This is an optimization exercise on Yosys and OpenROAD, whose aim is small area, not a production implementation.
No run shown here included a check of the RTL's function; only the layout flow was run.
No activity file was given, so power comes from the tool's default toggle rates.

[config.mk]
export PLATFORM = sky130hd
export DESIGN_NAME = pipeline_top
export DESIGN_NICKNAME = pipeline_top
export VERILOG_FILES = /design/flow/design.v
export SDC_FILE = /design/flow/constraint.sdc
export NUM_CORES = 4
export LEC_CHECK = 0
export CAP_MARGIN = 20
export CORE_MARGIN = 2
export CORE_UTILIZATION = 40
export SLEW_MARGIN = 20
[constraint.sdc]
create_clock -name core_clock -period 5.0 [get_ports {clk}]
set_input_delay 1.0000 -clock core_clock [delete_from_list [all_inputs] [get_ports {clk}]]
set_output_delay 1.0000 -clock core_clock [all_outputs]
set_load 0.01 [all_outputs]
[design.v]
`timescale 1ns / 1ps
module pipeline_top(
    input         clk,
    input         reset,
    output [8:0]  imem_addr,
    input  [31:0] imem_rdata,
    output [7:0]  dmem_addr,
    input  [63:0] dmem_rdata,
    output [63:0] dmem_wdata,
    output        dmem_we
    );
    reg [8:0] pc;
    always @(posedge clk or posedge reset)
        if (reset) pc <= 9'd0;
        else       pc <= pc + 9'd1;
    assign imem_addr = pc;
    wire [3:0] f_op    = imem_rdata[31:28];
    wire       f_load  = (f_op == 4'b1010);
    wire       f_store = (f_op == 4'b1011);
    wire       f_wreg  = ~(f_store | (f_op == 4'b1111));
    wire [1:0] f_dst   = f_load ? imem_rdata[27:26] : imem_rdata[23:22];
    reg       d_store, d_wreg;
    reg       d_load;
    reg [1:0] d_ra, d_dst;
    reg [7:0] d_addr;
    always @(posedge clk or posedge reset)
        if (reset) begin
            d_store <= 1'b0;
            d_wreg  <= 1'b0;
        end else begin
            d_store <= f_store;
            d_wreg  <= f_wreg;
        end
    always @(posedge clk) begin
        d_load <= f_load;
        d_ra   <= imem_rdata[27:26];
        d_dst  <= f_dst;
        d_addr <= imem_rdata[21:14];
    end
    reg [63:0] r0, r1, r2, r3;
    reg [3:0]  valid;
    wire [3:0] rsel;
    assign rsel[0] = valid[0] & (d_ra == 2'd0);
    assign rsel[1] = valid[1] & (d_ra == 2'd1);
    assign rsel[2] = valid[2] & (d_ra == 2'd2);
    assign rsel[3] = valid[3] & (d_ra == 2'd3);
    wire [63:0] rdata = ({64{rsel[0]}} & r0) | ({64{rsel[1]}} & r1) |
                        ({64{rsel[2]}} & r2) | ({64{rsel[3]}} & r3);
    reg        e_store, e_wreg;
    reg        e_load;
    reg [1:0]  e_dst;
    reg [7:0]  e_addr;
    reg [63:0] e_val;
    always @(posedge clk or posedge reset)
        if (reset) begin
            e_store <= 1'b0;
            e_wreg  <= 1'b0;
        end else begin
            e_store <= d_store;
            e_wreg  <= d_wreg;
        end
    always @(posedge clk) begin
        e_load <= d_load;
        e_dst  <= d_dst;
        e_addr <= d_addr;
        e_val  <= rdata;
    end
    reg        m_store, m_wreg;
    reg        m_load;
    reg [1:0]  m_dst;
    reg [7:0]  m_addr;
    reg [63:0] m_val;
    always @(posedge clk or posedge reset)
        if (reset) begin
            m_store <= 1'b0;
            m_wreg  <= 1'b0;
        end else begin
            m_store <= e_store;
            m_wreg  <= e_wreg;
        end
    always @(posedge clk) begin
        m_load <= e_load;
        m_dst  <= e_dst;
        m_addr <= e_addr;
        m_val  <= e_val;
    end
    assign dmem_we    = m_store;
    assign dmem_addr  = m_addr;
    assign dmem_wdata = m_val;
    reg        w_wreg;
    reg [1:0]  w_dst;
    reg [63:0] w_val;
    always @(posedge clk or posedge reset)
        if (reset) w_wreg <= 1'b0;
        else       w_wreg <= m_wreg;
    always @(posedge clk) begin
        w_dst <= m_dst;
        w_val <= m_load ? dmem_rdata : m_val;
    end
    wire [3:0] we;
    assign we[0] = w_wreg & (w_dst == 2'd0);
    assign we[1] = w_wreg & (w_dst == 2'd1);
    assign we[2] = w_wreg & (w_dst == 2'd2);
    assign we[3] = w_wreg & (w_dst == 2'd3);
    always @(posedge clk or posedge reset)
        if (reset) valid <= 4'b0;
        else       valid <= valid | we;
    always @(posedge clk) begin
        if (we[0]) r0 <= w_val;
        if (we[1]) r1 <= w_val;
        if (we[2]) r2 <= w_val;
        if (we[3]) r3 <= w_val;
    end
endmodule
[flow/run.sh]
#!/bin/bash
# Standard ORFS layout (standard.sh), with the ports buffered by the smallest
# buffer and the clock tree built from small clock buffers.
set -euo pipefail
bash standard.sh \
  BUFFER_PORTS_ARGS="-buffer_cell sky130_fd_sc_hd__buf_1" \
  CTS_ARGS="-sink_clustering_enable -repair_clock_nets -buf_list sky130_fd_sc_hd__clkbuf_4 -sink_clustering_size 10 -sink_clustering_max_diameter 50" \
  finish > standard_flow.log 2>&1
[standard.sh]
#!/bin/bash
# synth_recipe.tcl (not shown) runs the flow's synth.tcl, then flattens the netlist and writes it again
# the make line also repeats each setting of config.mk as NAME=value (left out here)
make -C /OpenROAD-flow-scripts/flow DESIGN_CONFIG=/design/flow/config.mk WORK_HOME=/design/flow/orfs CLKGATE_MAP_FILE= SYNTH_SCRIPT=/design/flow/synth_recipe.tcl "${@:-finish}"
==> results of run 1 <==
synth_stat cells, types with 4 or more instances:
cell and n:
sky130_fd_sc_hd__dfrtp_1 20, sky130_fd_sc_hd__buf_2 27, sky130_fd_sc_hd__a221o_1 15, sky130_fd_sc_hd__o21ai_1 4, sky130_fd_sc_hd__o21ai_0 45, sky130_fd_sc_hd__buf_6 4, sky130_fd_sc_hd__mux2_2 66, sky130_fd_sc_hd__dfxtp_1 229
sky130_fd_sc_hd__clkbuf_1 8, sky130_fd_sc_hd__nand2_1 6, sky130_fd_sc_hd__or2_2 4, sky130_fd_sc_hd__a22o_1 15, sky130_fd_sc_hd__xnor2_1 4, sky130_fd_sc_hd__nor2_1 4, sky130_fd_sc_hd__edfxtp_1 256, sky130_fd_sc_hd__a22oi_1 98
cell type report:
cell class / count / area, um^2 / share of cell area
tap: 511 / 639 / 0.0370
sequential: 505 / 12800 / 0.740
timing repair buffer: 176 / 709 / 0.0411
inverter: 3 / 11.3 / 0.000652
antenna: 1 / 2.50 / 0.000145
multi-input combinational: 282 / 2310 / 0.134
clock buffer: 102 / 766 / 0.0444
clock inverter: 8 / 48.8 / 0.00283
final timing paths:
check / from / cells past startpoint / slack [ns] / endpoint
worst max-delay path: d_ra[1] / 5 / 2.45 / e_val[13]
worst min-delay path: imem_rdata[15] / 1 / 0.30 / d_addr[1]
worst max register to register: d_ra[1] / 5 / 2.45 / e_val[13]
worst min register to register: e_val[3] / 0 / 0.31 / m_val[3]
max in group asynchronous: reset / 2 / 4.16 / valid[2]
min in group asynchronous: reset / 2 / 0.32 / pc[0]
cell families (layout without fill, tap and decap cells):
kind of cell / count (synthesis) / in the layout / share of synthesized area
flip-flops: 505 / 505 / 0.837
AO/OA/AOI/OAI: 177 / 177 / 0.0827
multiplexers: 66 / 66 / 0.0487
buffers and inverters: 44 / 289 / 0.0155
AND/OR/NAND/NOR: 31 / 31 / 0.0118
XOR/XNOR: 7 / 7 / 0.00402
adder cells (fa/ha/maj): 1 / 1 / 0.000819
other: 0 / 1 / 0
stage by stage:
step	worst slack (ns)	total power [uW]	hold slack (ns)	area, um^2
2_1_floorplan	1.39	5200	0.310	15300
4_1_cts	2.41	7650	0.191	17300
5_1_grt	2.32	7860	0.228	17300
3_5_place_dp	2.44	5410	0.312	16400
3_3_place_gp	2.51	5400	0.310	16400
6_report	2.45	7540	0.296	17300
sequential cells by signal, indices dropped and copies added, names as in the netlist, 4 cells and up:
register and count:
valid 4, w_val 64, e_addr 8, r0 64, r3 64, r2 64
e_val 64, m_addr 8, r1 64, d_addr 8, pc 9, m_val 64
metal layers:
| layer | GRT usage | share of wire | up-vias |
|---|---|---|---|
| li1 | - | - | 3575 |
| met3 | 0.0319 | 0.058 | 64 |
| met2 | 0.227 | 0.45 | 221 |
| met1 | 0.205 | 0.47 | 3697 |
| met5 | 0 | 0 | - |
| met4 | 0.0598 | 0.026 | 0 |
cells in the final DEF, fill, tap and decap left out, types with 3 or more instances in the layout:
cell type	netlist	routed
sky130_fd_sc_hd__dfrtp_1	20	20
sky130_fd_sc_hd__clkbuf_4	0	102
sky130_fd_sc_hd__a22o_1	15	15
sky130_fd_sc_hd__dfxtp_1	229	228
sky130_fd_sc_hd__nand2_1	6	6
sky130_fd_sc_hd__a221o_1	15	15
sky130_fd_sc_hd__inv_1	3	3
sky130_fd_sc_hd__nand3_1	3	3
sky130_fd_sc_hd__o21ai_1	4	4
sky130_fd_sc_hd__edfxtp_1	256	256
sky130_fd_sc_hd__xnor2_1	4	4
sky130_fd_sc_hd__or2_2	4	4
sky130_fd_sc_hd__mux2_2	66	66
sky130_fd_sc_hd__buf_1	0	163
sky130_fd_sc_hd__o21ai_0	45	45
sky130_fd_sc_hd__xor2_1	3	3
sky130_fd_sc_hd__a22oi_1	98	98
sky130_fd_sc_hd__and2_1	3	3
sky130_fd_sc_hd__clkinv_2	0	3
sky130_fd_sc_hd__buf_4	2	13
worst max-delay path, cell delays in order, from the launching register on:
cell and delay [ns]:
sky130_fd_sc_hd__dfxtp_1 0.33, sky130_fd_sc_hd__buf_4 0.37, sky130_fd_sc_hd__and3b_2 1.02, sky130_fd_sc_hd__buf_4 0.46, sky130_fd_sc_hd__a22oi_1 0.15, sky130_fd_sc_hd__o21ai_0 0.13
power by group:
| part | internal [uW] | switching (uW) |
|---|---|---|
| Sequential | 4750 | 159 |
| Combinational | 154 | 240 |
| Clock | 921 | 1310 |
==> report_table.html, run 1 <==
<table>
<tr><th>Metric</th><th>Value</th></tr>
<tr><th colspan="2">Outcome</th></tr>
<tr><td>Outcome</td><td>no timing/DRC/antenna violations</td></tr>
<tr><th colspan="2">Timing</th></tr>
<tr><td>Worst Tran Pin Value</td><td>1.11 ns</td></tr>
<tr><td>Final worst-path cycle share</td><td>0.509</td></tr>
<tr><td>Final worst clock skew</td><td>0.0380 ns</td></tr>
<tr><td>Final setup violating endpoints</td><td>0</td></tr>
<tr><td>Total negative slack</td><td>0 ns</td></tr>
<tr><td>Final Slew Violations</td><td>0</td></tr>
<tr><td>Final critical-path required period</td><td>2.55 ns</td></tr>
<tr><td>Hold violation count in the final report</td><td>0</td></tr>
<tr><td>FMAX</td><td>393 MHz</td></tr>
<tr><td>Max transition margin</td><td>0.263</td></tr>
<tr><td>RSZ-0062 raised after global routing</td><td>no</td></tr>
<tr><th colspan="2">Layout</th></tr>
<tr><td>Post-layout net count</td><td>1126</td></tr>
<tr><td>Area growth, synth to finish</td><td>13.1%</td></tr>
<tr><td>Layout filler cell count</td><td>3379</td></tr>
<tr><td>Share of post-route cells with drive strength above 1</td><td>0.187</td></tr>
<tr><td>Number of cells in the finished layout apart from fillers</td><td>1588</td></tr>
<tr><td>Final design utilization</td><td>0.458</td></tr>
<tr><th colspan="2">Synth</th></tr>
<tr><td>Part of the Yosys area used for sequential elements</td><td>0.837</td></tr>
<tr><td>Library cell occupying the most area in the post-synthesis netlist</td><td>sky130_fd_sc_hd__edfxtp_1</td></tr>
<tr><td>Synth top area cells</td><td>sky130_fd_sc_hd__edfxtp_1 50%, sky130_fd_sc_hd__dfxtp_1 30%, sky130_fd_sc_hd__mux2_2 4.9%, sky130_fd_sc_hd__a22oi_1 4.8%, sky130_fd_sc_hd__dfrtp_1 3.3%</td></tr>
<tr><td>Post-synthesis register bit count</td><td>505</td></tr>
<tr><td>Yosys warns</td><td>1</td></tr>
<tr><td>Proportion of netlist area held by the largest area contributor</td><td>0.503</td></tr>
<tr><td>Post-synth cell types</td><td>31</td></tr>
<tr><td>Flip-flop cell with the highest count after synthesis</td><td>sky130_fd_sc_hd__edfxtp_1</td></tr>
<tr><td>Gate count of the mapped netlist</td><td>831</td></tr>
<tr><td>Average instance area after synthesis</td><td>18.4 um^2</td></tr>
<tr><td>Number of synthesized flops with an enable pin</td><td>256</td></tr>
<tr><td>Synthesized area</td><td>15300 um^2</td></tr>
<tr><td>Net count after synthesis</td><td>930</td></tr>
<tr><td>Async set-reset flop share out of synthesis</td><td>0.0396</td></tr>
<tr><th colspan="2">Clock tree</th></tr>
<tr><td>Level count of the clock H-tree</td><td>2</td></tr>
<tr><td>Max clock buf depth</td><td>3</td></tr>
<tr><td>Clk Latency, worst-skew pair</td><td>0.81 ns</td></tr>
<tr><td>TritonCTS clock tree</td><td>done</td></tr>
<tr><td>Hold Buf Count CTS</td><td>0</td></tr>
<tr><td>Sinks on Clock Net</td><td>505</td></tr>
<tr><td>Post-CTS clock slew at the launch and capture registers of the worst setup and hold paths</td><td>0.11 ns</td></tr>
<tr><td>Number of buffers created by CTS</td><td>59</td></tr>
<tr><td>Count of buffers added by post-CTS timing repair for setup</td><td>0</td></tr>
<tr><td>Root cell of the clock tree</td><td>sky130_fd_sc_hd__clkbuf_4</td></tr>
<tr><td>Post-cts sizing count</td><td>0</td></tr>
<tr><th colspan="2">Route</th></tr>
<tr><td>Remaining antenna violation count after routing</td><td>0</td></tr>
<tr><td>Average vias per placed instance</td><td>4.76</td></tr>
<tr><td>Via count</td><td>7557</td></tr>
<tr><td>Drt first pass iters</td><td>5</td></tr>
<tr><td>Sum of routed wire length over all layers</td><td>29000 um</td></tr>
<tr><td>Total DRC errors in the routed layout</td><td>0</td></tr>
<tr><td>Number of violations reported at the end of detailed-routing iteration 0</td><td>363</td></tr>
<tr><td>Routed wire length per instance</td><td>18.3 um</td></tr>
<tr><th colspan="2">Floorplan</th></tr>
<tr><td>Die width</td><td>199 um</td></tr>
<tr><td>Core Area</td><td>37700 um^2</td></tr>
<tr><td>Starting density of the core</td><td>0.405</td></tr>
<tr><td>Total I/O pin count</td><td>180</td></tr>
<tr><td>Die boundary height</td><td>199 um</td></tr>
<tr><td>Site row count</td><td>71</td></tr>
<tr><td>Area enclosed by the die boundary</td><td>39800 um^2</td></tr>
<tr><th colspan="2">Global route</th></tr>
<tr><td>First-pass GRT wire length</td><td>43700 um</td></tr>
<tr><td>Vias in the first global route</td><td>7675</td></tr>
<tr><td>Maximum number of pins on one net before global-route repair</td><td>65</td></tr>
<tr><td>All-Layer GR Usage</td><td>0.148</td></tr>
<tr><td>Total congestion overflow</td><td>0</td></tr>
<tr><td>Number of antenna violations at the first check in global routing</td><td>1</td></tr>
<tr><th colspan="2">Placement</th></tr>
<tr><td>Placed instance count</td><td>1477</td></tr>
<tr><td>Routability congestion estimate from global placement</td><td>0.664</td></tr>
<tr><td>Input/output buffers</td><td>163</td></tr>
<tr><td>Half-perimeter wire length of the detailed placement result</td><td>15700 um</td></tr>
<tr><th colspan="2">Worst setup path</th></tr>
<tr><td>Required time at the endpoint of the critical path</td><td>5.70 ns</td></tr>
<tr><td>Arrival time at the worst endpoint</td><td>3.25 ns</td></tr>
<tr><td>CP endpoint kind</td><td>register</td></tr>
<tr><td>Setup CP Type</td><td>reg -&gt; reg</td></tr>
<tr><td>Maximum fanout encountered on the critical timing path</td><td>42</td></tr>
<tr><td>CP startpoint kind</td><td>register</td></tr>
<tr><th colspan="2">Power and ir drop</th></tr>
<tr><td>Peak supply drop</td><td>190 uV</td></tr>
<tr><td>PD cells</td><td>437 nW/um^2</td></tr>
<tr><td>Static power due to leakage</td><td>0.00612 uW</td></tr>
<tr><th colspan="2">Worst hold path</th></tr>
<tr><td>Type of the worst min-delay path</td><td>in -&gt; reg</td></tr>
<tr><th colspan="2">Flow run</th></tr>
<tr><td>Number of maximum-capacitance constraint violations</td><td>0</td></tr>
</table>
==> run 2: changes to the inputs <==
==> flow/run.sh (replaced) <==
#!/bin/bash
# Standard ORFS layout (standard.sh) with smaller port buffers and a tuned clock tree.
set -euo pipefail
bash standard.sh \
  BUFFER_PORTS_ARGS="-buffer_cell sky130_fd_sc_hd__buf_1" \
  CTS_ARGS="-sink_clustering_enable -repair_clock_nets -dont_use_dummy_load -buf_list sky130_fd_sc_hd__clkbuf_8 -sink_clustering_size 20 -sink_clustering_max_diameter 60"  \
  finish > standard_flow.log 2>&1
==> run 2 against run 1 <==
Effect of this change: worst hold slack gained 0.013 ns; critical path depth unchanged; final area down 2.0%; worst setup slack worse by 0.0037 ns; register-to-register slack barely moved; critical path type unchanged; largest power group unchanged.
==> report_table.html, run 2 <==
<table>
<tr><th>Metric</th><th>Value</th></tr>
<tr><th colspan="2">Route</th></tr>
<tr><td>Total DRC errors in the routed layout</td><td>0</td></tr>
<tr><td>Routed wire length per instance</td><td>18.6 um</td></tr>
<tr><td>Average vias per placed instance</td><td>4.86</td></tr>
<tr><td>Drt first pass iters</td><td>4</td></tr>
<tr><td>Via count</td><td>7344</td></tr>
<tr><td>Remaining antenna violation count after routing</td><td>0</td></tr>
<tr><td>Number of violations reported at the end of detailed-routing iteration 0</td><td>399</td></tr>
<tr><td>Sum of routed wire length over all layers</td><td>28200 um</td></tr>
<tr><th colspan="2">Timing</th></tr>
<tr><td>Final worst clock skew</td><td>0.0643 ns</td></tr>
<tr><td>Crit path setup slack, layout</td><td>2.45 ns</td></tr>
<tr><td>FMAX</td><td>392 MHz</td></tr>
<tr><td>Final setup violating endpoints</td><td>0</td></tr>
<tr><td>Worst Tran Pin Value</td><td>1.09 ns</td></tr>
<tr><td>Final critical-path required period</td><td>2.55 ns</td></tr>
<tr><td>RSZ-0062 raised after global routing</td><td>no</td></tr>
<tr><td>Final worst-path cycle share</td><td>0.510</td></tr>
<tr><td>Hold violation count in the final report</td><td>0</td></tr>
<tr><td>Final Slew Violations</td><td>0</td></tr>
<tr><td>Total negative slack</td><td>0 ns</td></tr>
<tr><td>Max transition margin</td><td>0.275</td></tr>
<tr><th colspan="2">Clock tree</th></tr>
<tr><td>Sinks on Clock Net</td><td>505</td></tr>
<tr><td>Count of buffers added by post-CTS timing repair for setup</td><td>0</td></tr>
<tr><td>Root cell of the clock tree</td><td>sky130_fd_sc_hd__clkbuf_8</td></tr>
<tr><td>Post-cts sizing count</td><td>0</td></tr>
<tr><td>Post-CTS clock slew at the launch and capture registers of the worst setup and hold paths</td><td>0.11 ns</td></tr>
<tr><td>TritonCTS clock tree</td><td>done</td></tr>
<tr><td>Max clock buf depth</td><td>3</td></tr>
<tr><td>Hold Buf Count CTS</td><td>0</td></tr>
<tr><td>Number of buffers created by CTS</td><td>34</td></tr>
<tr><td>Level count of the clock H-tree</td><td>2</td></tr>
<tr><td>Clk Latency, worst-skew pair</td><td>0.57 ns</td></tr>
<tr><th colspan="2">Synth</th></tr>
<tr><td>Simple-gate portion of the synthesized area</td><td>0.0118</td></tr>
<tr><td>Average instance area after synthesis</td><td>18.4 um^2</td></tr>
<tr><td>Proportion of netlist area held by the largest area contributor</td><td>0.503</td></tr>
<tr><td>Cell with the most instances after synthesis</td><td>sky130_fd_sc_hd__edfxtp_1</td></tr>
<tr><td>Synthesized area</td><td>15300 um^2</td></tr>
<tr><td>Flip-flop cell with the highest count after synthesis</td><td>sky130_fd_sc_hd__edfxtp_1</td></tr>
<tr><td>Synth top area cells</td><td>sky130_fd_sc_hd__edfxtp_1 50%, sky130_fd_sc_hd__dfxtp_1 30%, sky130_fd_sc_hd__mux2_2 4.9%, sky130_fd_sc_hd__a22oi_1 4.8%, sky130_fd_sc_hd__dfrtp_1 3.3%</td></tr>
<tr><td>Async set-reset flop share out of synthesis</td><td>0.0396</td></tr>
<tr><td>Adder-cell share of the synthesized area</td><td>0.000819</td></tr>
<tr><td>Main combinational cell family by area after synthesis</td><td>compound AO/OA/AOI/OAI gates</td></tr>
<tr><td>Gate count of the mapped netlist</td><td>831</td></tr>
<tr><td>Post-synthesis xor/xnor area fraction</td><td>0.00402</td></tr>
<tr><td>Yosys warns</td><td>1</td></tr>
<tr><td>Library cell occupying the most area in the post-synthesis netlist</td><td>sky130_fd_sc_hd__edfxtp_1</td></tr>
<tr><td>Post-synthesis register bit count</td><td>505</td></tr>
<tr><td>Part of the Yosys area used for sequential elements</td><td>0.837</td></tr>
<tr><td>Portion of netlist area occupied by mux cells</td><td>0.0487</td></tr>
<tr><td>Net count after synthesis</td><td>930</td></tr>
<tr><td>Number of synthesized flops with an enable pin</td><td>256</td></tr>
<tr><td>Post-synthesis compound-gate area fraction</td><td>0.0827</td></tr>
<tr><td>Post-synth cell types</td><td>31</td></tr>
<tr><td>Top cell types by occurrence after synthesis</td><td>256 x sky130_fd_sc_hd__edfxtp_1, 229 x sky130_fd_sc_hd__dfxtp_1, 98 x sky130_fd_sc_hd__a22oi_1</td></tr>
<tr><th colspan="2">Global route</th></tr>
<tr><td>Vias in the first global route</td><td>7401</td></tr>
<tr><td>Total congestion overflow</td><td>0</td></tr>
<tr><td>First-pass GRT wire length</td><td>42500 um</td></tr>
<tr><td>All-Layer GR Usage</td><td>0.143</td></tr>
<tr><td>Maximum number of pins on one net before global-route repair</td><td>65</td></tr>
<tr><td>Number of antenna violations at the first check in global routing</td><td>0</td></tr>
<tr><th colspan="2">Floorplan</th></tr>
<tr><td>Site row count</td><td>71</td></tr>
<tr><td>Starting density of the core</td><td>0.405</td></tr>
<tr><td>Area enclosed by the die boundary</td><td>39800 um^2</td></tr>
<tr><td>Core Area</td><td>37700 um^2</td></tr>
<tr><td>Die boundary height</td><td>199 um</td></tr>
<tr><td>Total I/O pin count</td><td>180</td></tr>
<tr><td>Die width</td><td>199 um</td></tr>
<tr><th colspan="2">Power and ir drop</th></tr>
<tr><td>Portion of total power attributed to combinational logic</td><td>0.056</td></tr>
<tr><td>Reg power frac</td><td>0.696</td></tr>
<tr><td>Clock power share</td><td>0.248</td></tr>
<tr><td>Static power due to leakage</td><td>0.00587 uW</td></tr>
<tr><td>PD cells</td><td>417 nW/um^2</td></tr>
<tr><td>Net Switching</td><td>1530 uW</td></tr>
<tr><td>Fraction of power spent switching nets</td><td>0.217</td></tr>
<tr><td>Peak supply drop</td><td>269 uV</td></tr>
<tr><td>Internal power of the cells</td><td>5520 uW</td></tr>
<tr><th colspan="2">Layout</th></tr>
<tr><td>Most common cell after layout, fill and taps aside</td><td>sky130_fd_sc_hd__edfxtp_1</td></tr>
<tr><td>Share of post-route cells with drive strength above 1</td><td>0.127</td></tr>
<tr><td>Layout filler cell count</td><td>3373</td></tr>
<tr><td>Area of all sequential standard cells</td><td>12800 um^2</td></tr>
<tr><td>Number of cells in the finished layout apart from fillers</td><td>1511</td></tr>
<tr><td>Inserted Diodes</td><td>0</td></tr>
<tr><td>Post-layout net count</td><td>1101</td></tr>
<tr><td>Total area of multi-input combinational cells</td><td>2310 um^2</td></tr>
<tr><td>Area growth, synth to finish</td><td>10.8%</td></tr>
<tr><td>Most frequent cells in the layout</td><td>256 x sky130_fd_sc_hd__edfxtp_1, 228 x sky130_fd_sc_hd__dfxtp_1, 163 x sky130_fd_sc_hd__buf_1</td></tr>
<tr><th colspan="2">Worst hold path</th></tr>
<tr><td>Sink of the worst hold path</td><td>m_val[17]</td></tr>
<tr><td>Hold Crit Start</td><td>e_val[17]</td></tr>
<tr><td>Instance count along the most critical hold path</td><td>0</td></tr>
<tr><td>Type of the worst min-delay path</td><td>reg -&gt; reg</td></tr>
<tr><th colspan="2">Worst setup path</th></tr>
<tr><td>Maximum fanout encountered on the critical timing path</td><td>42</td></tr>
<tr><td>Register-to-Register Setup Slack</td><td>2.45 ns</td></tr>
<tr><td>CP endpoint kind</td><td>register</td></tr>
<tr><td>FF-to-FF End</td><td>e_val[2]</td></tr>
<tr><td>CP startpoint kind</td><td>register</td></tr>
<tr><td>Reg-to-Reg Start</td><td>d_ra[1]</td></tr>
<tr><td>Setup CP Type</td><td>reg -&gt; reg</td></tr>
<tr><td>Required time at the endpoint of the critical path</td><td>5.46 ns</td></tr>
<tr><td>Depth of the worst register-to-register path</td><td>5</td></tr>
<tr><td>Arrival time at the worst endpoint</td><td>3.01 ns</td></tr>
<tr><th colspan="2">Outcome</th></tr>
<tr><td>Outcome</td><td>no timing/DRC/antenna violations</td></tr>
<tr><th colspan="2">Placement</th></tr>
<tr><td>Worst slack at placement</td><td>2.44 ns</td></tr>
<tr><td>Placed instance count</td><td>1477</td></tr>
<tr><td>Input/output buffers</td><td>163</td></tr>
<tr><td>Routability congestion estimate from global placement</td><td>0.664</td></tr>
<tr><td>Half-perimeter wire length of the detailed placement result</td><td>15700 um</td></tr>
<tr><th colspan="2">Flow run</th></tr>
<tr><td>Number of maximum-capacitance constraint violations</td><td>0</td></tr>
</table>
-- run 2: cell counts after synthesis --
Identical to the previous run, type by type.
-- run 2: layout make-up --
class	instances	area share
clock buffer	34	0.0277
multi-input combinational	282	0.136
tap	511	0.0378
sequential	505	0.755
inverter	3	0.000666
timing repair buffer	176	0.0419
-- run 2: power groups by stage --
stage | combinational [uW] | clock [uW] | sequential [uW]
5_1_grt | 439 | 1960 | 4950
6_report | 392 | 1750 | 4910
4_1_cts | 405 | 1840 | 4920
3_5_place_dp | 402 | 0 | 5010
3_3_place_gp | 402 | 0 | 5000
2_1_floorplan | 214 | 0 | 4990
-- run 2: worst max path at each step --
stage / slack, ns / depth (start not counted) / startpoint / end
2_1_floorplan: 1.39 / 2 / w_dst[0] / r1[0]
3_3_place_gp: 2.51 / 5 / d_ra[1] / e_val[13]
3_5_place_dp: 2.44 / 5 / d_ra[1] / e_val[14]
4_1_cts: 2.39 / 5 / d_ra[1] / e_val[2]
5_1_grt: 2.26 / 5 / d_ra[1] / e_val[2]
6_report: 2.45 / 5 / d_ra[1] / e_val[2]
-- run 2: layer usage --
layer / GRT usage / part of all wire / up-vias
li1: - / - / 3463
met3: 0.0290 / 0.052 / 38
met4: 0.0373 / 0.018 / 0
met2: 0.227 / 0.46 / 172
met1: 0.202 / 0.47 / 3671
met5: 0 / 0 / -
-- run 2: worst max-delay path, stage by stage (launching register included) --
cell and delay [ns]:
sky130_fd_sc_hd__dfxtp_1 0.33, sky130_fd_sc_hd__buf_4 0.36, sky130_fd_sc_hd__and3b_2 1.00, sky130_fd_sc_hd__buf_4 0.46, sky130_fd_sc_hd__a22oi_1 0.15, sky130_fd_sc_hd__o21ai_0 0.12
-- run 2: cells by family (layout without fill, tap and decap cells) --
family,Yosys count,after routing
compound gates,177,177
simple gates,31,31
mux,66,66
fa+ha+maj,1,1
flops,505,505
xor+xnor,7,7
buf+inv,44,213
-- run 2: stage by stage --
| step | instance area (um^2) | hold WS, ns | util | power (uW) |
|---|---|---|---|---|
| detailed placement | 16400 | 0.312 | 0.437 | 5410 |
| CTS | 16900 | 0.307 | 0.449 | 7160 |
| global route | 16900 | 0.307 | 0.449 | 7360 |
| floorplan | 15300 | 0.310 | - | 5200 |
| global placement | 16400 | 0.310 | 0.437 | 5400 |
| finish | 16900 | 0.308 | 0.449 | 7060 |
==> run 3: changes to the inputs <==
==> flow/run.sh (replaced) <==
#!/bin/bash
# Standard ORFS layout (standard.sh) with smaller port buffers and a tuned clock tree.
set -euo pipefail
bash standard.sh \
  BUFFER_PORTS_ARGS="-buffer_cell sky130_fd_sc_hd__buf_1" \
  CTS_ARGS="-sink_clustering_enable -repair_clock_nets -dont_use_dummy_load -buf_list sky130_fd_sc_hd__clkbuf_4 -sink_clustering_size 10 -sink_clustering_max_diameter 50"  \
  finish > standard_flow.log 2>&1
==> run 3 against run 2 <==
Effect of this change: critical endpoint is now e_val[34]; sequential cell count did not move; first-iteration DRC count down 7.5%; utilization decreased by 0.053 points; maximum frequency grew 1.2%; still clean on timing, DRC and antenna; sequential power is essentially flat; largest power group unchanged; highest routed layer unchanged; critical path depth is the same.
==> report_table.html, run 3 <==
<table>
<tr><th>Metric</th><th>Value</th></tr>
<tr><th colspan="2">Worst setup path</th></tr>
<tr><td>Worst setup endpoint</td><td>e_val[34]</td></tr>
<tr><td>Maximum fanout encountered on the critical timing path</td><td>42</td></tr>
<tr><td>Delay contributed by the slowest stage of the critical path</td><td>1.02 ns</td></tr>
<tr><td>Setup CP Type</td><td>reg -&gt; reg</td></tr>
<tr><td>Sequence of cells on the critical path</td><td>buf_4 -&gt; and3b_2 -&gt; buf_4 -&gt; a22oi_1 -&gt; o21ai_1</td></tr>
<tr><td>Beginning of the critical path</td><td>d_ra[1]</td></tr>
<tr><td>FF-to-FF End</td><td>e_val[34]</td></tr>
<tr><td>Depth of the worst register-to-register path</td><td>5</td></tr>
<tr><td>CP endpoint kind</td><td>register</td></tr>
<tr><td>Worst path slowest cell</td><td>sky130_fd_sc_hd__and3b_2</td></tr>
<tr><td>Arrival time at the worst endpoint</td><td>3.18 ns</td></tr>
<tr><td>CP startpoint kind</td><td>register</td></tr>
<tr><td>Required time at the endpoint of the critical path</td><td>5.66 ns</td></tr>
<tr><td>Reg-to-Reg Start</td><td>d_ra[1]</td></tr>
<tr><td>Register-to-Register Setup Slack</td><td>2.48 ns</td></tr>
<tr><td>Crit path top cell by count</td><td>sky130_fd_sc_hd__buf_4</td></tr>
<tr><th colspan="2">Global route</th></tr>
<tr><td>Vias in the first global route</td><td>7638</td></tr>
<tr><td>All-Layer GR Usage</td><td>0.147</td></tr>
<tr><td>Maximum number of pins on one net before global-route repair</td><td>65</td></tr>
<tr><td>First-pass GRT wire length</td><td>43500 um</td></tr>
<tr><td>Number of antenna violations at the first check in global routing</td><td>1</td></tr>
<tr><td>Total congestion overflow</td><td>0</td></tr>
<tr><th colspan="2">Synth</th></tr>
<tr><td>Post-synth cell types</td><td>31</td></tr>
<tr><td>Async set-reset flop share out of synthesis</td><td>0.0396</td></tr>
<tr><td>Net count after synthesis</td><td>930</td></tr>
<tr><td>Flip-flop cell with the highest count after synthesis</td><td>sky130_fd_sc_hd__edfxtp_1</td></tr>
<tr><td>Synth top area cells</td><td>sky130_fd_sc_hd__edfxtp_1 50%, sky130_fd_sc_hd__dfxtp_1 30%, sky130_fd_sc_hd__mux2_2 4.9%, sky130_fd_sc_hd__a22oi_1 4.8%, sky130_fd_sc_hd__dfrtp_1 3.3%</td></tr>
<tr><td>Part of the Yosys area used for sequential elements</td><td>0.837</td></tr>
<tr><td>Cell with the most instances after synthesis</td><td>sky130_fd_sc_hd__edfxtp_1</td></tr>
<tr><td>Post-synthesis register bit count</td><td>505</td></tr>
<tr><td>Proportion of netlist area held by the largest area contributor</td><td>0.503</td></tr>
<tr><td>Gate count of the mapped netlist</td><td>831</td></tr>
<tr><td>Top cell types by occurrence after synthesis</td><td>256 x sky130_fd_sc_hd__edfxtp_1, 229 x sky130_fd_sc_hd__dfxtp_1, 98 x sky130_fd_sc_hd__a22oi_1</td></tr>
<tr><td>Number of synthesized flops with an enable pin</td><td>256</td></tr>
<tr><td>Library cell occupying the most area in the post-synthesis netlist</td><td>sky130_fd_sc_hd__edfxtp_1</td></tr>
<tr><td>Average instance area after synthesis</td><td>18.4 um^2</td></tr>
<tr><td>Synthesized area</td><td>15300 um^2</td></tr>
<tr><td>Yosys warns</td><td>1</td></tr>
<tr><th colspan="2">Clock tree</th></tr>
<tr><td>Count of buffers added by post-CTS timing repair for setup</td><td>0</td></tr>
<tr><td>Post-cts sizing count</td><td>0</td></tr>
<tr><td>Max clock buf depth</td><td>3</td></tr>
<tr><td>TritonCTS clock tree</td><td>done</td></tr>
<tr><td>Clk Latency, worst-skew pair</td><td>0.79 ns</td></tr>
<tr><td>Sinks on Clock Net</td><td>505</td></tr>
<tr><td>Hold Buf Count CTS</td><td>0</td></tr>
<tr><td>Number of buffers created by CTS</td><td>59</td></tr>
<tr><td>Post-CTS clock slew at the launch and capture registers of the worst setup and hold paths</td><td>0.10 ns</td></tr>
<tr><td>Level count of the clock H-tree</td><td>2</td></tr>
<tr><td>Root cell of the clock tree</td><td>sky130_fd_sc_hd__clkbuf_4</td></tr>
<tr><th colspan="2">Layout</th></tr>
<tr><td>Most frequent cells in the layout</td><td>256 x sky130_fd_sc_hd__edfxtp_1, 228 x sky130_fd_sc_hd__dfxtp_1, 163 x sky130_fd_sc_hd__buf_1</td></tr>
<tr><td>Area growth, synth to finish</td><td>10.6%</td></tr>
<tr><td>Most common cell after layout, fill and taps aside</td><td>sky130_fd_sc_hd__edfxtp_1</td></tr>
<tr><td>Post-layout net count</td><td>1126</td></tr>
<tr><td>Layout filler cell count</td><td>3397</td></tr>
<tr><td>Share of post-route cells with drive strength above 1</td><td>0.148</td></tr>
<tr><th colspan="2">Timing</th></tr>
<tr><td>Hold violation count in the final report</td><td>0</td></tr>
<tr><td>Final worst-path cycle share</td><td>0.504</td></tr>
<tr><td>FMAX</td><td>397 MHz</td></tr>
<tr><td>Total negative slack</td><td>0 ns</td></tr>
<tr><td>Final Slew Violations</td><td>0</td></tr>
<tr><td>RSZ-0062 raised after global routing</td><td>no</td></tr>
<tr><td>Worst slack on hold paths</td><td>0.301 ns</td></tr>
<tr><td>Worst Tran Pin Value</td><td>1.11 ns</td></tr>
<tr><td>Final worst clock skew</td><td>0.0727 ns</td></tr>
<tr><td>Final critical-path required period</td><td>2.52 ns</td></tr>
<tr><td>Max transition margin</td><td>0.261</td></tr>
<tr><td>Final setup violating endpoints</td><td>0</td></tr>
<tr><td>Crit path setup slack, layout</td><td>2.48 ns</td></tr>
<tr><th colspan="2">Floorplan</th></tr>
<tr><td>Area enclosed by the die boundary</td><td>39800 um^2</td></tr>
<tr><td>Total I/O pin count</td><td>180</td></tr>
<tr><td>Site row count</td><td>71</td></tr>
<tr><td>Core Area</td><td>37700 um^2</td></tr>
<tr><td>Die boundary height</td><td>199 um</td></tr>
<tr><td>Die width</td><td>199 um</td></tr>
<tr><td>Starting density of the core</td><td>0.405</td></tr>
<tr><th colspan="2">Power and ir drop</th></tr>
<tr><td>PD cells</td><td>416 nW/um^2</td></tr>
<tr><td>Portion of total power attributed to combinational logic</td><td>0.056</td></tr>
<tr><td>Reg power frac</td><td>0.698</td></tr>
<tr><td>Static power due to leakage</td><td>0.00590 uW</td></tr>
<tr><td>Net Switching</td><td>1590 uW</td></tr>
<tr><td>Clock power share</td><td>0.246</td></tr>
<tr><td>Peak supply drop</td><td>211 uV</td></tr>
<tr><td>Internal power of the cells</td><td>5450 uW</td></tr>
<tr><td>Fraction of power spent switching nets</td><td>0.226</td></tr>
<tr><th colspan="2">Route</th></tr>
<tr><td>Number of violations reported at the end of detailed-routing iteration 0</td><td>369</td></tr>
<tr><td>Total DRC errors in the routed layout</td><td>0</td></tr>
<tr><td>Drt first pass iters</td><td>5</td></tr>
<tr><td>Remaining antenna violation count after routing</td><td>0</td></tr>
<tr><td>Via count</td><td>7466</td></tr>
<tr><td>Routed wire length per instance</td><td>18.7 um</td></tr>
<tr><td>Sum of routed wire length over all layers</td><td>28800 um</td></tr>
<tr><td>Average vias per placed instance</td><td>4.85</td></tr>
<tr><th colspan="2">Worst hold path</th></tr>
<tr><td>Type of the worst min-delay path</td><td>reg -&gt; reg</td></tr>
<tr><th colspan="2">Flow run</th></tr>
<tr><td>Number of maximum-capacitance constraint violations</td><td>0</td></tr>
<tr><th colspan="2">Outcome</th></tr>
<tr><td>Outcome</td><td>no timing/DRC/antenna violations</td></tr>
<tr><th colspan="2">Placement</th></tr>
<tr><td>Worst slack at placement</td><td>2.44 ns</td></tr>
<tr><td>Input/output buffers</td><td>163</td></tr>
<tr><td>Half-perimeter wire length of the detailed placement result</td><td>15700 um</td></tr>
<tr><td>Routability congestion estimate from global placement</td><td>0.664</td></tr>
</table>
[run 3: cell count changes in the layout (fill, tap and decap cells not counted), sizes merged]
cell    before  now
clkbuf      34   59
diode        0    2
[run 3: logic make-up (layout without fill, tap and decap cells)]
family | count (synthesis) | after routing | share of synthesized area
AO/OA/AOI/OAI | 177 | 177 | 0.0827
flip-flops | 505 | 505 | 0.837
adder cells (fa/ha/maj) | 1 | 1 | 0.000819
other | 0 | 2 | 0
XOR/XNOR | 7 | 7 | 0.00402
multiplexers | 66 | 66 | 0.0487
buffers and inverters | 44 | 238 | 0.0155
AND/OR/NAND/NOR | 31 | 31 | 0.0118
[run 3: stage by stage]
stage                     instance area, um^2  cells   util  power, uW
final                                   16900   1538  0.448       7040
after global routing                    16900   1537  0.448       7350
after CTS                               16900   1536  0.448       7150
after detailed placement                16400   1477  0.437       5410
after global placement                  16400   1477  0.437       5400
after floorplan                         15300    831      -       5200
[run 3: layout make-up]
| cell class | count | area, um^2 | area share |
|---|---|---|---|
| timing repair buffer | 176 | 709 | 0.0420 |
| sequential | 505 | 12800 | 0.756 |
| clock buffer | 59 | 443 | 0.0262 |
| antenna | 2 | 5.00 | 0.000296 |
| tap | 511 | 639 | 0.0378 |
| multi-input combinational | 282 | 2310 | 0.137 |
| inverter | 3 | 11.3 | 0.000667 |
[run 3: routing by layer]
layer  GRT usage  vias to the layer above  routed length [um]
li1            -                     3532                   -
met3      0.0329                       56                1830
met2       0.226                      228               13000
met4      0.0584                        0                 680
met1       0.203                     3650               13300
met5           0                        -                   0
[run 3: power groups by stage]
stage	Combinational, uW	Sequential, uW	Clock, uW
6_report	393	4910	1730
5_1_grt	440	4950	1960
4_1_cts	405	4920	1820
3_5_place_dp	402	5010	0
3_3_place_gp	402	5000	0
2_1_floorplan	214	4990	0
[run 3: worst min-delay path by stage]
stage	start	endpoint	slack [ns]	cells past startpoint
2_1_floorplan	d_addr[0]	e_addr[0]	0.31	0
3_3_place_gp	d_addr[0]	e_addr[0]	0.31	0
5_1_grt	imem_rdata[17]	d_addr[3]	0.24	1
3_5_place_dp	e_addr[5]	m_addr[5]	0.31	0
6_report	e_val[5]	m_val[5]	0.30	0
4_1_cts	imem_rdata[16]	d_addr[2]	0.20	1
[run 3: critical path: cells and delay by family (launching register included)]
kind / cells / cell delay [ns]
and+or+nand+nor: 1 / 1.02
buffers and inverters: 2 / 0.82
DFF: 1 / 0.32
AOI/OAI and AO/OA: 2 / 0.24
==> run 4: changes to the inputs <==
==> flow/run.sh (replaced) <==
#!/bin/bash
# Standard ORFS layout (standard.sh) with smaller port buffers and a tuned clock tree.
set -euo pipefail
bash standard.sh \
  BUFFER_PORTS_ARGS="-buffer_cell sky130_fd_sc_hd__buf_1" \
  CTS_ARGS="-sink_clustering_enable -repair_clock_nets -dont_use_dummy_load -buf_list sky130_fd_sc_hd__clkbuf_4 -sink_clustering_size 12 -sink_clustering_max_diameter 60"  \
  finish > standard_flow.log 2>&1
==> run 4 against run 3 <==
Effect of this change: still clean on timing, DRC and antenna; via count fell by 0.43%; sequential share of layout area is 0.38 points higher; worst setup slack lost 0.0059 ns; clock power down 8%; clock skew decreased by 0.0073 ns; worst hold slack got worse by 0.024 ns; combinational power is essentially flat; critical path type unchanged; largest power group unchanged.
==> report_table.html, run 4 <==
<table>
<tr><th>Metric</th><th>Value</th></tr>
<tr><th colspan="2">Outcome</th></tr>
<tr><td>Outcome</td><td>no timing/DRC/antenna violations</td></tr>
<tr><th colspan="2">Synth</th></tr>
<tr><td>Top cell types by occurrence after synthesis</td><td>256 x sky130_fd_sc_hd__edfxtp_1, 229 x sky130_fd_sc_hd__dfxtp_1, 98 x sky130_fd_sc_hd__a22oi_1</td></tr>
<tr><td>Synth top area cells</td><td>sky130_fd_sc_hd__edfxtp_1 50%, sky130_fd_sc_hd__dfxtp_1 30%, sky130_fd_sc_hd__mux2_2 4.9%, sky130_fd_sc_hd__a22oi_1 4.8%, sky130_fd_sc_hd__dfrtp_1 3.3%</td></tr>
<tr><td>Average instance area after synthesis</td><td>18.4 um^2</td></tr>
<tr><td>Yosys warns</td><td>1</td></tr>
<tr><td>Number of synthesized flops with an enable pin</td><td>256</td></tr>
<tr><td>Flip-flop cell with the highest count after synthesis</td><td>sky130_fd_sc_hd__edfxtp_1</td></tr>
<tr><td>Async set-reset flop share out of synthesis</td><td>0.0396</td></tr>
<tr><td>Part of the Yosys area used for sequential elements</td><td>0.837</td></tr>
<tr><td>Synthesized area</td><td>15300 um^2</td></tr>
<tr><td>Library cell occupying the most area in the post-synthesis netlist</td><td>sky130_fd_sc_hd__edfxtp_1</td></tr>
<tr><td>Post-synthesis register bit count</td><td>505</td></tr>
<tr><td>Cell with the most instances after synthesis</td><td>sky130_fd_sc_hd__edfxtp_1</td></tr>
<tr><td>Post-synth cell types</td><td>31</td></tr>
<tr><td>Proportion of netlist area held by the largest area contributor</td><td>0.503</td></tr>
<tr><td>Net count after synthesis</td><td>930</td></tr>
<tr><td>Gate count of the mapped netlist</td><td>831</td></tr>
<tr><th colspan="2">Timing</th></tr>
<tr><td>Crit path setup slack, layout</td><td>2.47 ns</td></tr>
<tr><td>FMAX</td><td>396 MHz</td></tr>
<tr><td>Total negative slack</td><td>0 ns</td></tr>
<tr><td>Max transition margin</td><td>0.270</td></tr>
<tr><td>RSZ-0062 raised after global routing</td><td>no</td></tr>
<tr><td>Hold violation count in the final report</td><td>0</td></tr>
<tr><td>Final critical-path required period</td><td>2.53 ns</td></tr>
<tr><td>Final worst clock skew</td><td>0.0655 ns</td></tr>
<tr><td>Final worst-path cycle share</td><td>0.505</td></tr>
<tr><td>Final setup violating endpoints</td><td>0</td></tr>
<tr><td>Worst Tran Pin Value</td><td>1.10 ns</td></tr>
<tr><td>Final Slew Violations</td><td>0</td></tr>
<tr><th colspan="2">Layout</th></tr>
<tr><td>Most common cell after layout, fill and taps aside</td><td>sky130_fd_sc_hd__edfxtp_1</td></tr>
<tr><td>Share of post-route cells with drive strength above 1</td><td>0.139</td></tr>
<tr><td>Post-layout net count</td><td>1115</td></tr>
<tr><td>Most frequent cells in the layout</td><td>256 x sky130_fd_sc_hd__edfxtp_1, 228 x sky130_fd_sc_hd__dfxtp_1, 163 x sky130_fd_sc_hd__buf_1</td></tr>
<tr><td>Layout filler cell count</td><td>3404</td></tr>
<tr><td>Final design utilization</td><td>0.446</td></tr>
<tr><td>Area growth, synth to finish</td><td>10.1%</td></tr>
<tr><td>Number of cells in the finished layout apart from fillers</td><td>1526</td></tr>
<tr><th colspan="2">Clock tree</th></tr>
<tr><td>Number of buffers created by CTS</td><td>48</td></tr>
<tr><td>Hold Buf Count CTS</td><td>0</td></tr>
<tr><td>Count of buffers added by post-CTS timing repair for setup</td><td>0</td></tr>
<tr><td>Post-cts sizing count</td><td>0</td></tr>
<tr><td>Clk Latency, worst-skew pair</td><td>0.72 ns</td></tr>
<tr><td>Level count of the clock H-tree</td><td>2</td></tr>
<tr><td>Sinks on Clock Net</td><td>505</td></tr>
<tr><td>TritonCTS clock tree</td><td>done</td></tr>
<tr><td>Post-CTS clock slew at the launch and capture registers of the worst setup and hold paths</td><td>0.12 ns</td></tr>
<tr><td>Root cell of the clock tree</td><td>sky130_fd_sc_hd__clkbuf_4</td></tr>
<tr><td>Max clock buf depth</td><td>3</td></tr>
<tr><th colspan="2">Worst setup path</th></tr>
<tr><td>Setup CP Type</td><td>reg -&gt; reg</td></tr>
<tr><td>Sequence of cells on the critical path</td><td>buf_4 -&gt; and3b_2 -&gt; buf_4 -&gt; a22oi_1 -&gt; o21ai_0</td></tr>
<tr><td>Delay contributed by the slowest stage of the critical path</td><td>1.01 ns</td></tr>
<tr><td>Required time at the endpoint of the critical path</td><td>5.59 ns</td></tr>
<tr><td>Worst path slowest cell</td><td>sky130_fd_sc_hd__and3b_2</td></tr>
<tr><td>Worst path bufs/invs</td><td>2</td></tr>
<tr><td>Register-to-Register Setup Slack</td><td>2.47 ns</td></tr>
<tr><td>Crit path top cell by count</td><td>sky130_fd_sc_hd__buf_4</td></tr>
<tr><td>Arrival time at the worst endpoint</td><td>3.12 ns</td></tr>
<tr><td>Critical path's top delay family</td><td>simple AND/OR/NAND/NOR gates</td></tr>
<tr><td>CP startpoint kind</td><td>register</td></tr>
<tr><td>Maximum fanout encountered on the critical timing path</td><td>42</td></tr>
<tr><td>FF-to-FF End</td><td>e_val[2]</td></tr>
<tr><td>Reg-to-Reg Start</td><td>d_ra[1]</td></tr>
<tr><td>CP endpoint kind</td><td>register</td></tr>
<tr><td>Depth of the worst register-to-register path</td><td>5</td></tr>
<tr><th colspan="2">Global route</th></tr>
<tr><td>Vias in the first global route</td><td>7534</td></tr>
<tr><td>Number of antenna violations at the first check in global routing</td><td>1</td></tr>
<tr><td>Maximum number of pins on one net before global-route repair</td><td>65</td></tr>
<tr><td>Total congestion overflow</td><td>0</td></tr>
<tr><td>All-Layer GR Usage</td><td>0.144</td></tr>
<tr><td>First-pass GRT wire length</td><td>43100 um</td></tr>
<tr><th colspan="2">Power and ir drop</th></tr>
<tr><td>Portion of total power attributed to combinational logic</td><td>0.057</td></tr>
<tr><td>Internal power of the cells</td><td>5350 uW</td></tr>
<tr><td>Design Power</td><td>6900 uW</td></tr>
<tr><td>Static power due to leakage</td><td>0.00585 uW</td></tr>
<tr><td>Clock power share</td><td>0.231</td></tr>
<tr><td>Net Switching</td><td>1550 uW</td></tr>
<tr><td>PD cells</td><td>410 nW/um^2</td></tr>
<tr><td>Fraction of power spent switching nets</td><td>0.224</td></tr>
<tr><td>Peak supply drop</td><td>196 uV</td></tr>
<tr><td>Reg power frac</td><td>0.712</td></tr>
<tr><th colspan="2">Route</th></tr>
<tr><td>Via count</td><td>7434</td></tr>
<tr><td>Routed wire length per instance</td><td>18.6 um</td></tr>
<tr><td>Sum of routed wire length over all layers</td><td>28400 um</td></tr>
<tr><td>Average vias per placed instance</td><td>4.87</td></tr>
<tr><td>Remaining antenna violation count after routing</td><td>0</td></tr>
<tr><td>Number of violations reported at the end of detailed-routing iteration 0</td><td>390</td></tr>
<tr><td>Total DRC errors in the routed layout</td><td>0</td></tr>
<tr><td>Drt first pass iters</td><td>4</td></tr>
<tr><th colspan="2">Floorplan</th></tr>
<tr><td>Die width</td><td>199 um</td></tr>
<tr><td>Die boundary height</td><td>199 um</td></tr>
<tr><td>Starting density of the core</td><td>0.405</td></tr>
<tr><td>Area enclosed by the die boundary</td><td>39800 um^2</td></tr>
<tr><td>Core Area</td><td>37700 um^2</td></tr>
<tr><td>Site row count</td><td>71</td></tr>
<tr><td>Total I/O pin count</td><td>180</td></tr>
<tr><th colspan="2">Placement</th></tr>
<tr><td>Worst slack at placement</td><td>2.44 ns</td></tr>
<tr><td>Placed instance count</td><td>1477</td></tr>
<tr><td>Input/output buffers</td><td>163</td></tr>
<tr><td>Routability congestion estimate from global placement</td><td>0.664</td></tr>
<tr><td>Half-perimeter wire length of the detailed placement result</td><td>15700 um</td></tr>
<tr><th colspan="2">Worst hold path</th></tr>
<tr><td>Instance count along the most critical hold path</td><td>0</td></tr>
<tr><td>Type of the worst min-delay path</td><td>reg -&gt; reg</td></tr>
<tr><td>Hold Crit Start</td><td>e_val[3]</td></tr>
<tr><td>Sink of the worst hold path</td><td>m_val[3]</td></tr>
<tr><th colspan="2">Flow run</th></tr>
<tr><td>Number of maximum-capacitance constraint violations</td><td>0</td></tr>
</table>
==> run 4: cell count changes in the layout (fill, tap and decap cells not counted) <==
cell and change:
sky130_fd_sc_hd__clkbuf_4 -11, sky130_fd_sc_hd__diode_2 -1
==> run 4: per-stage QoR <==
step,cell area (um^2),hold slack (ns)
CTS,16800,0.257
finish,16800,0.277
detailed placement,16400,0.312
global placement,16400,0.310
global route,16800,0.265
floorplan,15300,0.310
==> run 4: cell type report <==
class / count / area [um^2] / area share
Inverter: 3 / 11.3 / 0.000670
Tap cell: 511 / 639 / 0.0380
Sequential cell: 505 / 12800 / 0.760
Clock buffer: 48 / 360 / 0.0214
Timing Repair Buffer: 176 / 709 / 0.0422
Antenna cell: 1 / 2.50 / 0.000149
Multi-Input combinational cell: 282 / 2310 / 0.137
==> run 4: how the worst max path moves through the flow <==
stage,to,slack (ns),cells after the start,startpoint
floorplan,r1[0],1.39,2,w_dst[0]
global placement,e_val[13],2.51,5,d_ra[1]
detailed placement,e_val[14],2.44,5,d_ra[1]
CTS,e_val[19],2.39,5,d_ra[1]
global route,e_val[2],2.27,5,d_ra[1]
finish,e_val[2],2.47,5,d_ra[1]
==> run 4: metal layers <==
metal,routed length (um),vias up,GRT usage
met2,12800,193,0.227
li1,-,3512,-
met4,515,0,0.0422
met3,1490,46,0.0297
met1,13600,3683,0.204
met5,0,-,0
==> run 4: power by group through the flow <==
| stage | Combinational [uW] | Clock, uW | Sequential, uW |
|---|---|---|---|
| after floorplan | 214 | 0 | 4990 |
| after global placement | 402 | 0 | 5000 |
| after detailed placement | 402 | 0 | 5010 |
| after CTS | 405 | 1680 | 4920 |
| after global routing | 439 | 1820 | 4950 |
| final | 393 | 1590 | 4910 |
==> run 4: logic make-up (layout without fill, tap and decap cells) <==
group	Yosys count	count (layout)	synth area share
flip-flops	505	505	0.837
AO/OA/AOI/OAI	177	177	0.0827
multiplexers	66	66	0.0487
buffers and inverters	44	227	0.0155
AND/OR/NAND/NOR	31	31	0.0118
XOR/XNOR	7	7	0.00402
adder cells (fa/ha/maj)	1	1	0.000819
other	0	1	0
==> run 5: changes to the inputs <==
--- a/design.v
+++ b/design.v
@@ -20,5 +20,5 @@
     wire       f_wreg  = ~(f_store | (f_op == 4'b1111));
+    wire       f_mem   = f_load | f_store;
     wire [1:0] f_dst   = f_load ? imem_rdata[27:26] : imem_rdata[23:22];
-    reg       d_store, d_wreg;
-    reg       d_load;
+    reg       d_mem, d_wreg;
     reg [1:0] d_ra, d_dst;
@@ -27,10 +27,9 @@
         if (reset) begin
-            d_store <= 1'b0;
-            d_wreg  <= 1'b0;
+            d_mem  <= 1'b0;
+            d_wreg <= 1'b0;
         end else begin
-            d_store <= f_store;
-            d_wreg  <= f_wreg;
+            d_mem  <= f_mem;
+            d_wreg <= f_wreg;
         end
     always @(posedge clk) begin
-        d_load <= f_load;
         d_ra   <= imem_rdata[27:26];
@@ -46,6 +45,5 @@
     assign rsel[3] = valid[3] & (d_ra == 2'd3);
-    wire [63:0] rdata = ({64{rsel[0]}} & r0) | ({64{rsel[1]}} & r1) |
-                        ({64{rsel[2]}} & r2) | ({64{rsel[3]}} & r3);
-    reg        e_store, e_wreg;
-    reg        e_load;
+    wire [63:0] rdata = ({64{rsel[0]}} & ~r0) | ({64{rsel[1]}} & ~r1) |
+                        ({64{rsel[2]}} & ~r2) | ({64{rsel[3]}} & ~r3);
+    reg        e_mem, e_wreg;
     reg [1:0]  e_dst;
@@ -55,10 +53,9 @@
         if (reset) begin
-            e_store <= 1'b0;
-            e_wreg  <= 1'b0;
+            e_mem  <= 1'b0;
+            e_wreg <= 1'b0;
         end else begin
-            e_store <= d_store;
-            e_wreg  <= d_wreg;
+            e_mem  <= d_mem;
+            e_wreg <= d_wreg;
         end
     always @(posedge clk) begin
-        e_load <= d_load;
         e_dst  <= d_dst;
@@ -67,4 +64,3 @@
     end
-    reg        m_store, m_wreg;
-    reg        m_load;
+    reg        m_mem, m_wreg;
     reg [1:0]  m_dst;
@@ -74,10 +70,9 @@
         if (reset) begin
-            m_store <= 1'b0;
-            m_wreg  <= 1'b0;
+            m_mem  <= 1'b0;
+            m_wreg <= 1'b0;
         end else begin
-            m_store <= e_store;
-            m_wreg  <= e_wreg;
+            m_mem  <= e_mem;
+            m_wreg <= e_wreg;
         end
     always @(posedge clk) begin
-        m_load <= e_load;
         m_dst  <= e_dst;
@@ -86,3 +81,4 @@
     end
-    assign dmem_we    = m_store;
+    wire   m_load     = m_mem & m_wreg;
+    assign dmem_we    = m_mem & ~m_wreg;
     assign dmem_addr  = m_addr;
@@ -91,3 +87,3 @@
     reg [1:0]  w_dst;
-    reg [63:0] w_val;
+    reg [63:0] w_nval;    
     always @(posedge clk or posedge reset)
@@ -97,3 +93,3 @@
         w_dst <= m_dst;
-        w_val <= m_load ? dmem_rdata : m_val;
+        w_nval <= ~(m_load ? dmem_rdata : m_val);
     end
@@ -108,6 +104,6 @@
     always @(posedge clk) begin
-        if (we[0]) r0 <= w_val;
-        if (we[1]) r1 <= w_val;
-        if (we[2]) r2 <= w_val;
-        if (we[3]) r3 <= w_val;
+        if (we[0]) r0 <= w_nval;
+        if (we[1]) r1 <= w_nval;
+        if (we[2]) r2 <= w_nval;
+        if (we[3]) r3 <= w_nval;
     end
==> flow/run.sh (replaced) <==
#!/bin/bash
# Standard ORFS layout (standard.sh) with smaller port buffers and a tuned clock tree.
set -euo pipefail
bash standard.sh \
  BUFFER_PORTS_ARGS="-buffer_cell sky130_fd_sc_hd__buf_1" \
  CTS_ARGS="-sink_clustering_enable -repair_clock_nets -dont_use_dummy_load -buf_list sky130_fd_sc_hd__clkbuf_4 -sink_clustering_size 10 -sink_clustering_max_diameter 50"  \
  finish > standard_flow.log 2>&1
==> run 5 against run 4 <==
Effect of this change: critical path type unchanged; still clean on timing, DRC and antenna; utilization up 0.39 points; critical endpoint is now e_val[28]; non-clock buffer count is 1 higher; clock skew is 0.0061 ns lower; power grew 1.6%; global-route usage grew 0.86 points; sequential cell count down 3; critical path depth stayed put; worst setup slack worse by 0.31 ns; sequential share of layout area shrank 1.0 points.
==> report_table.html, run 5 <==
<table>
<tr><th>Metric</th><th>Value</th></tr>
<tr><th colspan="2">Worst setup path</th></tr>
<tr><td>Depth of the worst register-to-register path</td><td>5</td></tr>
<tr><td>Critical path's top delay family</td><td>flip-flops</td></tr>
<tr><td>Number of gates on the worst path with buffers counted</td><td>5</td></tr>
<tr><td>Setup CP Type</td><td>reg -&gt; reg</td></tr>
<tr><td>Arrival time at the worst endpoint</td><td>3.46 ns</td></tr>
<tr><td>Delay contributed by the slowest stage of the critical path</td><td>0.87 ns</td></tr>
<tr><td>Crit path top cell by count</td><td>sky130_fd_sc_hd__buf_4</td></tr>
<tr><td>Worst path slowest cell</td><td>sky130_fd_sc_hd__dfxtp_2</td></tr>
<tr><td>Sequence of cells on the critical path</td><td>buf_4 -&gt; nand3b_1 -&gt; buf_4 -&gt; o22a_1 -&gt; o21ai_1</td></tr>
<tr><td>CP startpoint kind</td><td>register</td></tr>
<tr><td>Required time at the endpoint of the critical path</td><td>5.63 ns</td></tr>
<tr><td>CP endpoint kind</td><td>register</td></tr>
<tr><td>Worst path bufs/invs</td><td>2</td></tr>
<tr><td>Maximum fanout encountered on the critical timing path</td><td>27</td></tr>
<tr><th colspan="2">Worst hold path</th></tr>
<tr><td>Type of the worst min-delay path</td><td>in -&gt; async</td></tr>
<tr><th colspan="2">Clock tree</th></tr>
<tr><td>Number of buffers created by CTS</td><td>58</td></tr>
<tr><td>Level count of the clock H-tree</td><td>2</td></tr>
<tr><td>Max clock buf depth</td><td>3</td></tr>
<tr><td>Post-cts sizing count</td><td>0</td></tr>
<tr><td>Sinks on Clock Net</td><td>502</td></tr>
<tr><td>TritonCTS clock tree</td><td>done</td></tr>
<tr><td>Root cell of the clock tree</td><td>sky130_fd_sc_hd__clkbuf_4</td></tr>
<tr><td>Hold Buf Count CTS</td><td>0</td></tr>
<tr><td>Clk Latency, worst-skew pair</td><td>0.79 ns</td></tr>
<tr><td>Count of buffers added by post-CTS timing repair for setup</td><td>0</td></tr>
<tr><td>Post-CTS clock slew at the launch and capture registers of the worst setup and hold paths</td><td>0.10 ns</td></tr>
<tr><th colspan="2">Route</th></tr>
<tr><td>Routed wire length per instance</td><td>19.3 um</td></tr>
<tr><td>Number of violations reported at the end of detailed-routing iteration 0</td><td>341</td></tr>
<tr><td>Sum of routed wire length over all layers</td><td>29700 um</td></tr>
<tr><td>Average vias per placed instance</td><td>4.83</td></tr>
<tr><td>Via count</td><td>7432</td></tr>
<tr><td>Total DRC errors in the routed layout</td><td>0</td></tr>
<tr><td>Remaining antenna violation count after routing</td><td>0</td></tr>
<tr><td>Drt first pass iters</td><td>4</td></tr>
<tr><th colspan="2">Timing</th></tr>
<tr><td>Final Slew Violations</td><td>0</td></tr>
<tr><td>Final critical-path required period</td><td>2.84 ns</td></tr>
<tr><td>Worst Tran Pin Value</td><td>0.984 ns</td></tr>
<tr><td>Final worst-path cycle share</td><td>0.567</td></tr>
<tr><td>Total negative slack</td><td>0 ns</td></tr>
<tr><td>Max transition margin</td><td>0.342</td></tr>
<tr><td>Final worst clock skew</td><td>0.0594 ns</td></tr>
<tr><td>FMAX</td><td>353 MHz</td></tr>
<tr><td>Worst slack on hold paths</td><td>0.297 ns</td></tr>
<tr><td>RSZ-0062 raised after global routing</td><td>no</td></tr>
<tr><td>Hold violation count in the final report</td><td>0</td></tr>
<tr><td>Final setup violating endpoints</td><td>0</td></tr>
<tr><th colspan="2">Synth</th></tr>
<tr><td>Cell with the most instances after synthesis</td><td>sky130_fd_sc_hd__edfxtp_1</td></tr>
<tr><td>Average instance area after synthesis</td><td>18.5 um^2</td></tr>
<tr><td>Synthesized area</td><td>15300 um^2</td></tr>
<tr><td>Top cell types by occurrence after synthesis</td><td>256 x sky130_fd_sc_hd__edfxtp_1, 226 x sky130_fd_sc_hd__dfxtp_1, 108 x sky130_fd_sc_hd__o22a_1</td></tr>
<tr><td>Part of the Yosys area used for sequential elements</td><td>0.832</td></tr>
<tr><td>Gate count of the mapped netlist</td><td>826</td></tr>
<tr><td>Net count after synthesis</td><td>925</td></tr>
<tr><td>Number of synthesized flops with an enable pin</td><td>256</td></tr>
<tr><td>Yosys warns</td><td>1</td></tr>
<tr><td>Library cell occupying the most area in the post-synthesis netlist</td><td>sky130_fd_sc_hd__edfxtp_1</td></tr>
<tr><td>Synth top area cells</td><td>sky130_fd_sc_hd__edfxtp_1 50%, sky130_fd_sc_hd__dfxtp_1 30%, sky130_fd_sc_hd__o22a_1 6.2%, sky130_fd_sc_hd__mux2i_1 4.2%, sky130_fd_sc_hd__dfrtp_1 3.3%</td></tr>
<tr><td>Proportion of netlist area held by the largest area contributor</td><td>0.503</td></tr>
<tr><td>Flip-flop cell with the highest count after synthesis</td><td>sky130_fd_sc_hd__edfxtp_1</td></tr>
<tr><td>Post-synth cell types</td><td>34</td></tr>
<tr><td>Async set-reset flop share out of synthesis</td><td>0.0398</td></tr>
<tr><td>Post-synthesis register bit count</td><td>502</td></tr>
<tr><th colspan="2">Placement</th></tr>
<tr><td>Routability congestion estimate from global placement</td><td>0.658</td></tr>
<tr><td>Half-perimeter wire length of the detailed placement result</td><td>16200 um</td></tr>
<tr><td>Input/output buffers</td><td>163</td></tr>
<tr><th colspan="2">Floorplan</th></tr>
<tr><td>Core Area</td><td>37700 um^2</td></tr>
<tr><td>Die boundary height</td><td>199 um</td></tr>
<tr><td>Total I/O pin count</td><td>180</td></tr>
<tr><td>Starting density of the core</td><td>0.406</td></tr>
<tr><td>Die width</td><td>199 um</td></tr>
<tr><td>Area enclosed by the die boundary</td><td>39800 um^2</td></tr>
<tr><td>Site row count</td><td>71</td></tr>
<tr><th colspan="2">Layout</th></tr>
<tr><td>Area growth, synth to finish</td><td>11.0%</td></tr>
<tr><td>Layout filler cell count</td><td>3373</td></tr>
<tr><td>Most common cell after layout, fill and taps aside</td><td>sky130_fd_sc_hd__edfxtp_1</td></tr>
<tr><td>Post-layout net count</td><td>1124</td></tr>
<tr><td>Most frequent cells in the layout</td><td>256 x sky130_fd_sc_hd__edfxtp_1, 225 x sky130_fd_sc_hd__dfxtp_1, 163 x sky130_fd_sc_hd__buf_1</td></tr>
<tr><td>Share of post-route cells with drive strength above 1</td><td>0.0997</td></tr>
<tr><th colspan="2">Global route</th></tr>
<tr><td>Vias in the first global route</td><td>7716</td></tr>
<tr><td>Number of antenna violations at the first check in global routing</td><td>2</td></tr>
<tr><td>Total congestion overflow</td><td>0</td></tr>
<tr><td>First-pass GRT wire length</td><td>44900 um</td></tr>
<tr><td>All-Layer GR Usage</td><td>0.153</td></tr>
<tr><td>Maximum number of pins on one net before global-route repair</td><td>65</td></tr>
<tr><th colspan="2">Power and ir drop</th></tr>
<tr><td>Peak supply drop</td><td>240 uV</td></tr>
<tr><td>Static power due to leakage</td><td>0.00607 uW</td></tr>
<tr><td>PD cells</td><td>413 nW/um^2</td></tr>
<tr><th colspan="2">Outcome</th></tr>
<tr><td>Outcome</td><td>no timing/DRC/antenna violations</td></tr>
<tr><th colspan="2">Flow run</th></tr>
<tr><td>Number of maximum-capacitance constraint violations</td><td>0</td></tr>
</table>
==> run 5: final timing paths <==
path	to	slack (ns)	from
setup / recovery	e_val[28]	2.16	d_ra[1]
hold / removal	pc[8]	0.30	reset
setup reg to reg	e_val[28]	2.16	d_ra[1]
hold reg to reg	m_val[58]	0.31	e_val[58]
max in group asynchronous	pc[5]	4.20	reset
min in group core_clock	d_addr[5]	0.30	imem_rdata[19]
==> run 5: cell families after synthesis <==
kind of cell | count (synthesis) | synth area share
AO/OA/AOI/OAI | 177 | 0.0939
XOR/XNOR | 7 | 0.00401
adder cells (fa/ha/maj) | 1 | 0.000819
buffers and inverters | 40 | 0.0133
flip-flops | 502 | 0.832
multiplexers | 66 | 0.0434
AND/OR/NAND/NOR | 33 | 0.0125
==> run 5: through the flow <==
step / std cells / total power, uW / setup slack, ns / cell area [um^2] / util
4_1_cts: 1533 / 7130 / 2.08 / 16900 / 0.449
5_1_grt: 1539 / 7350 / 1.97 / 17000 / 0.450
3_5_place_dp: 1475 / 5390 / 2.15 / 16500 / 0.438
6_report: 1539 / 7010 / 2.16 / 17000 / 0.450
3_3_place_gp: 1475 / 5380 / 2.21 / 16500 / 0.438
2_1_floorplan: 826 / 5170 / 1.40 / 15300 / -
==> run 5: power by group <==
group | internal [uW] | switching [uW] | leakage, uW
Combinational | 155 | 252 | 0.00133
Sequential | 4720 | 160 | 0.00447
Clock | 531 | 1190 | 0.000267
==> run 5: routing by layer <==
layer / up-vias / GRT usage / part of all wire
met5: - / 0 / 0
met4: 0 / 0.0453 / 0.020
met3: 55 / 0.0451 / 0.060
met2: 180 / 0.235 / 0.45
met1: 3657 / 0.211 / 0.47
li1: 3540 / - / -
==> run 5: layout make-up <==
class                      instances  area, um^2  area share
antenna                            5        12.5    0.000738
clock buffer                      58         435      0.0257
inverter                           2        7.51    0.000443
multi-input combinational        284        2400       0.142
sequential                       502       12700       0.750
tap                              511         639      0.0377
timing repair buffer             177         742      0.0438

[separate check: timing with driven ports]
Ports are ideal in the flow. The routed layouts listed here were re-timed in OpenROAD. Step 1, drivers: a clkbuf_16 drives clk and a buf_2 each remaining input, both assumed. Step 2 also shifts input and output timing later by t, the mid clock arrival at the registers, as if the neighbouring blocks saw the same clock. a / b / c = no drivers / after step 1 / after step 2; a / b = the first two.
| run | t (ns) | setup WS [ns] | worst register clock-pin slew, ns |
|---|---|---|---|
| run 1 | 0.834 | 2.454 / 2.454 / 2.454 | 0.12 / 0.12 |
| run 2 | 0.593 | 2.451 / 2.451 / 2.451 | 0.12 / 0.12 |
| run 3 | 0.807 | 2.480 / 2.480 / 2.480 | 0.11 / 0.11 |
| run 4 | 0.736 | 2.474 / 2.474 / 2.474 | 0.12 / 0.12 |
| run 5 | 0.805 | 2.164 / 2.164 / 2.164 | 0.11 / 0.11 |
After both steps every run listed still meets setup and hold.
